This is an optimization exercise on Yosys and OpenROAD, whose aim is small area and few clock cycles, not a production implementation. At most, simulation tests tie the RTL to the original design; equivalence was not proved. The clock input has no modelled driver; a real chip could not lean on it and would need a root buffer or a full tree. No activity file was given, so power comes from the tool's default toggle rates.

old:
// diff2d
module diff2d(i_clk, i_reset, i_data, i_start, o_datax, o_datay, o_address, o_Dx_addr, o_DyValid, o_DxValid, o_bussy);
==> flow/config.mk <==
export PLATFORM = sky130hd
export DESIGN_NAME = diff2d
export DESIGN_NICKNAME = diff2d
export VERILOG_FILES = /design/flow/design.v
export SDC_FILE = /design/flow/constraint.sdc
export NUM_CORES = 4
export LEC_CHECK = 0
export CAP_MARGIN = 20
export CORE_MARGIN = 2
export CORE_UTILIZATION = 70
export CTS_BUF_LIST = sky130_fd_sc_hd__clkbuf_4
export CTS_CLUSTER_DIAMETER = 100
export CTS_CLUSTER_SIZE = 40
export SLEW_MARGIN = 20
==> flow/constraint.sdc <==
create_clock -name core_clock -period 10.0 [get_ports {i_clk}]
set_input_delay 2.0000 -clock core_clock [delete_from_list [all_inputs] [get_ports {i_clk}]]
set_output_delay 2.0000 -clock core_clock [all_outputs]
set_load 0.01 [all_outputs]
standard.sh (not shown) runs the stock make flow with config.mk's settings and CLKGATE_MAP_FILE= SYNTH_SCRIPT=/design/flow/synth_recipe.tcl, a recipe that flattens the netlist after the stock synthesis.
==> flow/flow/run.sh <==
#!/bin/bash
# The standard layout, with the smallest buffer on each port and a clock tree
# without dummy balancing loads. make's full output goes to flow.log.
set -euo pipefail
export BUFFER_PORTS_ARGS="-buffer_cell sky130_fd_sc_hd__buf_1"
export CTS_ARGS="-sink_clustering_enable -repair_clock_nets -dont_use_dummy_load -buf_list sky130_fd_sc_hd__clkbuf_4 -sink_clustering_size 40 -sink_clustering_max_diameter 100"
bash standard.sh > flow.log 2>&1
Relative to old, the following input files were edited for new:
==> flow/run.sh (new file) <==
#!/bin/bash
# synth_recipe.tcl (not shown) runs the flow's synth.tcl, then flattens the netlist and writes it again
# the make line also repeats each setting of config.mk as NAME=value (left out here)
make -C /OpenROAD-flow-scripts/flow DESIGN_CONFIG=/design/flow/config.mk WORK_HOME=/design/flow/orfs CLKGATE_MAP_FILE= SYNTH_SCRIPT=/design/flow/synth_recipe.tcl finish
removed: flow/flow/run.sh
removed: flow/standard.sh
==> comparison <==
Tool error GRT-0232 stopped new during 5_1_grt; no final results. new against old: share of the synthesized netlist area taken by xor and xnor gates ~0 delta, final estimated routing congestion in global placement rose by 1.9%, synthesized net count has remained practically unchanged, post-placement worst setup slack decreased by 0.76 ns relative to the old numbers. Diff new..old | die extent in y | unchanged. Status: cell area after technology mapping parity (old, new). Comparing old with new, the post-synthesis async set-or-reset flop share came out essentially unchanged. new -> old: post-synthesis cell count delta 0, exact match. new and old ended up with nearly the same share of synthesized cell area in full adder, half adder and majority cells. When the final numbers for new and old were put side by side, the number of cells upsized or downsized after cts turned out to be smaller in old. Diff new and old: placement-stage cell area lower in old.
Function was not checked in any run of this note: the RTL went through the layout flow alone.

* * *

diff2d, a different RTL version from the one above (not shown whole).
For scale: roughly 280 cells after synthesis, ~81 flip-flops, ~3600 um^2 of cells after synthesis.
export LEC_CHECK = 0
export CAP_MARGIN = 20
export CORE_MARGIN = 2
export CORE_UTILIZATION = 70
export SLEW_MARGIN = 20
create_clock -name core_clock -period 10.0 [get_ports {i_clk}]
==> flow/flow/run.sh <==
#!/bin/bash
# The standard layout, with the smallest buffer on each port and a clock tree
# without dummy balancing loads. make's full output goes to flow.log.
set -euo pipefail
export BUFFER_PORTS_ARGS="-buffer_cell sky130_fd_sc_hd__buf_1"
export CTS_ARGS="-sink_clustering_enable -repair_clock_nets -dont_use_dummy_load -buf_list sky130_fd_sc_hd__clkbuf_16 -sink_clustering_size 100 -sink_clustering_max_diameter 500"
bash standard.sh > flow.log 2>&1
Testbench counts at the start, summed over its fixed seeds: cycles 196,680.
Change:
==> flow/flow/run.sh (replaced) <==
#!/bin/bash
# The standard layout, with the smallest buffer on each port and a clock tree
# of one buffer (flow/pre_cts.tcl). make's full output goes to flow.log.
set -euo pipefail
export BUFFER_PORTS_ARGS="-buffer_cell sky130_fd_sc_hd__buf_1"
export PRE_CTS_TCL="$PWD/flow/pre_cts.tcl"
export CLOCK_ROOT_BUF=sky130_fd_sc_hd__clkbuf_8
bash standard.sh > flow.log 2>&1
==> flow/flow/pre_cts.tcl (new file) <==
# Clock tree: a single clock buffer, placed at the centre of the registers,
# drives every register's clock pin; the clock port drives only that buffer.
set xs 0
set ys 0
set n 0
foreach inst [[ord::get_db_block] getInsts] {
  if { [[$inst getMaster] isSequential] } {
    set bb [$inst getBBox]
    set xs [expr { $xs + ([$bb xMin] + [$bb xMax]) / 2.0 }]
    set ys [expr { $ys + ([$bb yMin] + [$bb yMax]) / 2.0 }]
    incr n
  }
}
set dbu [[ord::get_db_tech] getDbUnitsPerMicron]
set cx [expr { $xs / $n / $dbu }]
set cy [expr { $ys / $n / $dbu }]
puts "clock root buffer for $n registers at ($cx, $cy)"
insert_buffer -buffer_cell $::env(CLOCK_ROOT_BUF) -net i_clk \
  -location [list $cx $cy] -buffer_name clkbuf_root -net_name clknet_root
[[ord::get_db_block] findNet clknet_root] setSigType CLOCK
# the tree is built: clock_tree_synthesis has nothing left to do
proc clock_tree_synthesis { args } {
  puts "clock_tree_synthesis skipped: the clock tree is the single buffer clkbuf_root"
}
This time the run failed in 4_1_cts.
Synthesized cell count stays the same.
Synthesized area is unchanged.
Change:
==> flow/flow/run.sh (replaced) <==
#!/bin/bash
# The standard layout, with the smallest buffer on each port and a clock tree
# without dummy balancing loads. make's full output goes to flow.log.
set -euo pipefail
export BUFFER_PORTS_ARGS="-buffer_cell sky130_fd_sc_hd__buf_1"
export CTS_ARGS="-sink_clustering_enable -repair_clock_nets -dont_use_dummy_load -buf_list sky130_fd_sc_hd__clkbuf_8 -sink_clustering_size 100 -sink_clustering_max_diameter 500"
bash standard.sh > flow.log 2>&1
removed: flow/flow/pre_cts.tcl
After rerunning:
- This time the run finished with timing, DRC and antenna clean
- synthesized cell count does not change
- area after synthesis is unchanged

* * *

## v1
Another version of the RTL of diff2d (not shown whole).
Size in the first run: ~81 flip-flops, about 130 I/O pins, about 3500 um2 of cells after synthesis.
clock: 10.0 ns
lec_check: 0
cap_margin: 0
core_margin: 2
core_utilization: 70
slew_margin: 0
==> flow/flow/run.sh <==
#!/bin/bash
# The standard layout, with the smallest buffer on each port and a two-level
# clock tree built by flow/pre_cts.tcl. make's full output goes to flow.log.
set -euo pipefail
export BUFFER_PORTS_ARGS="-buffer_cell sky130_fd_sc_hd__buf_1"
export PRE_CTS_TCL="$PWD/flow/pre_cts.tcl"
export CLOCK_LEAVES=8
export CLOCK_LEAF_BUF=sky130_fd_sc_hd__clkbuf_4
export CLOCK_ROOT_BUF=sky130_fd_sc_hd__clkbuf_2
bash standard.sh > flow.log 2>&1
==> flow/flow/pre_cts.tcl <==
# Clock tree built by hand: the registers are split into CLOCK_LEAVES groups by
# position (halving alternately along x and y); a leaf buffer at each group's
# centre drives that group's clock pins, and a root buffer at the centre of the
# leaves drives the leaves. The clock port drives only the root buffer.
set blk [ord::get_db_block]
set clk [$blk findNet i_clk]

proc centre { iterms } {
  set xs 0.0
  set ys 0.0
  foreach it $iterms {
    set bb [[$it getInst] getBBox]
    set xs [expr { $xs + ([$bb xMin] + [$bb xMax]) / 2.0 }]
    set ys [expr { $ys + ([$bb yMin] + [$bb yMax]) / 2.0 }]
  }
  set n [llength $iterms]
  return [list [expr { int($xs / $n) }] [expr { int($ys / $n) }]]
}

proc split_groups { iterms levels axis } {
  if { $levels == 0 } { return [list $iterms] }
  set keyed {}
  foreach it $iterms {
    set bb [[$it getInst] getBBox]
    if { $axis == 0 } { set k [expr { [$bb xMin] + [$bb xMax] }] } else { set k [expr { [$bb yMin] + [$bb yMax] }] }
    lappend keyed [list $k $it]
  }
  set sorted {}
  foreach p [lsort -integer -index 0 $keyed] { lappend sorted [lindex $p 1] }
  set h [expr { [llength $sorted] / 2 }]
  set a [lrange $sorted 0 [expr { $h - 1 }]]
  set b [lrange $sorted $h end]
  return [concat [split_groups $a [expr { $levels - 1 }] [expr { 1 - $axis }]] \
                 [split_groups $b [expr { $levels - 1 }] [expr { 1 - $axis }]]]
}

proc add_buffer { blk master name netname driver_net loads } {
  set inst [odb::dbInst_create $blk $master $name]
  set net [odb::dbNet_create $blk $netname]
  $net setSigType CLOCK
  foreach it $loads {
    $it disconnect
    $it connect $net
  }
  [$inst findITerm X] connect $net
  [$inst findITerm A] connect $driver_net
  set c [centre $loads]
  set w [[$inst getMaster] getWidth]
  $inst setLocation [expr { [lindex $c 0] - $w / 2 }] [lindex $c 1]
  $inst setPlacementStatus PLACED
  return $inst
}

set sinks {}
foreach it [$clk getITerms] { lappend sinks $it }
set levels [expr { int(log($::env(CLOCK_LEAVES)) / log(2) + 0.5) }]
set groups [split_groups $sinks $levels 0]
set leaf_master [[ord::get_db] findMaster $::env(CLOCK_LEAF_BUF)]
set root_master [[ord::get_db] findMaster $::env(CLOCK_ROOT_BUF)]
set leaves {}
set k 0
foreach g $groups {
  set inst [add_buffer $blk $leaf_master clkbuf_leaf_$k clknet_leaf_$k $clk $g]
  puts "clock leaf $k: [llength $g] registers"
  lappend leaves [$inst findITerm A]
  incr k
}
add_buffer $blk $root_master clkbuf_root clknet_root $clk $leaves
puts "clock root drives $k leaves"

# the tree is built: clock_tree_synthesis has nothing left to do
proc clock_tree_synthesis { args } {
  puts "clock_tree_synthesis skipped: the clock tree was built by pre_cts.tcl"
}
Testbench counts of v1, summed over its fixed seeds: cycles 196,680.
Here is what was changed in the inputs of v19 compared with v1.
- CAP_MARGIN now 20, was 0
- SLEW_MARGIN now 20, was 0
- CORE_UTILIZATION now 85, was 70
### Flow results
- Setup slack at placement: v1 and v19 compared, higher one is v1
- In v19, the area of the die came out 17% below the value in v1.
- Compared v19 vs v1, and switching power total is up in v19.
- Compared with v1, in v19 final wirelength has increased; routed wirelength normalized by instance count increased by about 110% relative to the old numbers; number of tapcells now sits lower.
- Cell area reported after detailed placement went down slightly going from v1 to v19.
- Setup slack: v19 less than v1
> inputs changed (v19 -> v22)
- CORE_UTILIZATION now 70, was 85
v22 ran to completion and came out clean on the timing, DRC and antenna checks. Sort v19 and v22 by number of tap cells added at floorplan desc -> top: v22. Comparing shortest clock period the worst path allows after layout for v19 and v22, the smaller number came from v22. When v22 is set beside v19, its proportion of layout cells with a drive suffix above 1 turns out to be 0.27 points larger.
What v12 does differently from v22 at the input level:
- CORE_UTILIZATION: 70 -> 55
- v22 -> v12: area of the placeable core increased by more than a quarter
- NOTE: routed length per placed instance in v12 falls short of that of v22
- v12 ends up with a fraction of power consumed by the clock network that is 0.8 points higher than in v22.
- Compared to v22, v12 has synthesis-to-finish area growth 0.29 points higher.
Changes in v21 relative to v12:
- a change of CORE_UTILIZATION from 55 to 70
--- a/flow/flow/run.sh
+++ b/flow/flow/run.sh
@@ -7,2 +7,2 @@
-export CLOCK_LEAVES=8
-export CLOCK_LEAF_BUF=sky130_fd_sc_hd__clkbuf_4
+export CLOCK_LEAVES=4
+export CLOCK_LEAF_BUF=sky130_fd_sc_hd__clkbuf_8
[summary]
Die footprint | v21 below v12
Reported for v21 and v12, total grt overflow turned out identical to the last digit.
v12 has lower number of global-route vias before repair than v21.
v21 ends up with higher flip-flop and latch share of the layout cell area than v12 does.
Re number of maximum-capacitance constraint violations: no difference whatsoever between v12 and v21.
Relative to v12, the die width measured on v21 has decreased by more than 10%.
Relative to v12, the clock latency of the later-clocked register in the worst-skew pair of v21 is lower by 0.06 ns.
Minimum period implied by the final worst setup slack: v21 better than v12
Edits applied to the flow inputs when going from v21 to v52:
--- a/flow/flow/run.sh
+++ b/flow/flow/run.sh
@@ -7,2 +7,2 @@
-export CLOCK_LEAVES=4
-export CLOCK_LEAF_BUF=sky130_fd_sc_hd__clkbuf_8
+export CLOCK_LEAVES=7
+export CLOCK_LEAF_BUF=sky130_fd_sc_hd__clkbuf_4
--- a/flow/flow/pre_cts.tcl
+++ b/flow/flow/pre_cts.tcl
@@ -2 +2 @@
-# position (halving alternately along x and y); a leaf buffer at each group's
+# position (cutting alternately along x and y); a leaf buffer at each group's
@@ -20,2 +20,2 @@
-proc split_groups { iterms levels axis } {
-  if { $levels == 0 } { return [list $iterms] }
+proc split_groups { iterms k axis } {
+  if { $k <= 1 } { return [list $iterms] }
@@ -25,2 +25,2 @@
-    if { $axis == 0 } { set k [expr { [$bb xMin] + [$bb xMax] }] } else { set k [expr { [$bb yMin] + [$bb yMax] }] }
-    lappend keyed [list $k $it]
+    if { $axis == 0 } { set key [expr { [$bb xMin] + [$bb xMax] }] } else { set key [expr { [$bb yMin] + [$bb yMax] }] }
+    lappend keyed [list $key $it]
@@ -30 +30,2 @@
-  set h [expr { [llength $sorted] / 2 }]
+  set k1 [expr { $k / 2 }]
+  set h [expr { ([llength $sorted] * $k1 + $k / 2) / $k }]
@@ -33,2 +34,2 @@
-  return [concat [split_groups $a [expr { $levels - 1 }] [expr { 1 - $axis }]] \
-                 [split_groups $b [expr { $levels - 1 }] [expr { 1 - $axis }]]]
+  return [concat [split_groups $a $k1 [expr { 1 - $axis }]] \
+                 [split_groups $b [expr { $k - $k1 }] [expr { 1 - $axis }]]]
@@ -56,2 +57 @@
-set levels [expr { int(log($::env(CLOCK_LEAVES)) / log(2) + 0.5) }]
-set groups [split_groups $sinks $levels 0]
+set groups [split_groups $sinks $::env(CLOCK_LEAVES) 0]
Results
From v21 to v52, floorplan row count did not move at all. Compared with v21, v52 degrades worst-case setup margin in the final layout. Going from v21 to v52, number of violations reported at the end of detailed-routing iteration 0 shrank by more than half. Maximum number of pins on one net before global-route repair ends up higher on v21. Changes observed in v52 relative to v21: clock input transition at the sequential cells of the worst setup and hold paths about even, wire length rose about 2%, maximum vdd ir drop fell about 1.6%. v52 and v21 ended up with nearly the same relative area change from synthesis to final layout. Going from v21 to v52, the first-pass iteration count of the detailed router was found to have gone down by 1. Summary of v52 over v21: final clock period utilization by the worst path rose 0.19 points, fmax about even.
No run of this note takes its clock network from TritonCTS; it comes from the design's own scripts or RTL.

-- separate check: timing with driven ports --
In the flow no input, the clock included, has a driving cell. The finished layouts below were timed again as built, in two steps.
Step 1 assumes that a clkbuf_16 drives the clock port and a buf_2 every other input.
Step 2 moves the port delays by t, midway between the first and last clock arrival at a register: inputs arrive t later, outputs are due t later. That takes back most of the time a late clock gives input paths.
Three values: ideal, step 1, step 2; two values: the first two.
run	t (ns)	setup WS [ns]	hold WS [ns]	latest minus earliest clock arrival (ns)
old	0.416	1.007 / 0.979 / 1.395	0.474 / 0.474 / 0.474	0.028 / 0.029
the first run of note 2	0.351	0.933 / 0.902 / 1.253	0.465 / 0.465 / 0.465	0.015 / 0.016
the third run of note 2	0.364	1.012 / 0.983 / 1.347	0.472 / 0.472 / 0.472	0.022 / 0.022
v1	0.488	0.627 / 0.603 / 1.092	0.478 / 0.478 / 0.478	0.009 / 0.009
v19	0.520	0.177 / 0.152 / 0.672	0.493 / 0.493 / 0.493	0.015 / 0.015
v22	0.488	0.627 / 0.603 / 1.092	0.478 / 0.478 / 0.478	0.009 / 0.009
v12	0.482	0.669 / 0.645 / 1.127	0.470 / 0.470 / 0.470	0.015 / 0.015
v21	0.433	0.678 / 0.655 / 1.088	0.483 / 0.483 / 0.483	0.007 / 0.007
v52	0.468	0.659 / 0.636 / 1.103	0.481 / 0.481 / 0.481	0.013 / 0.013
After both steps every run listed still meets setup and hold.
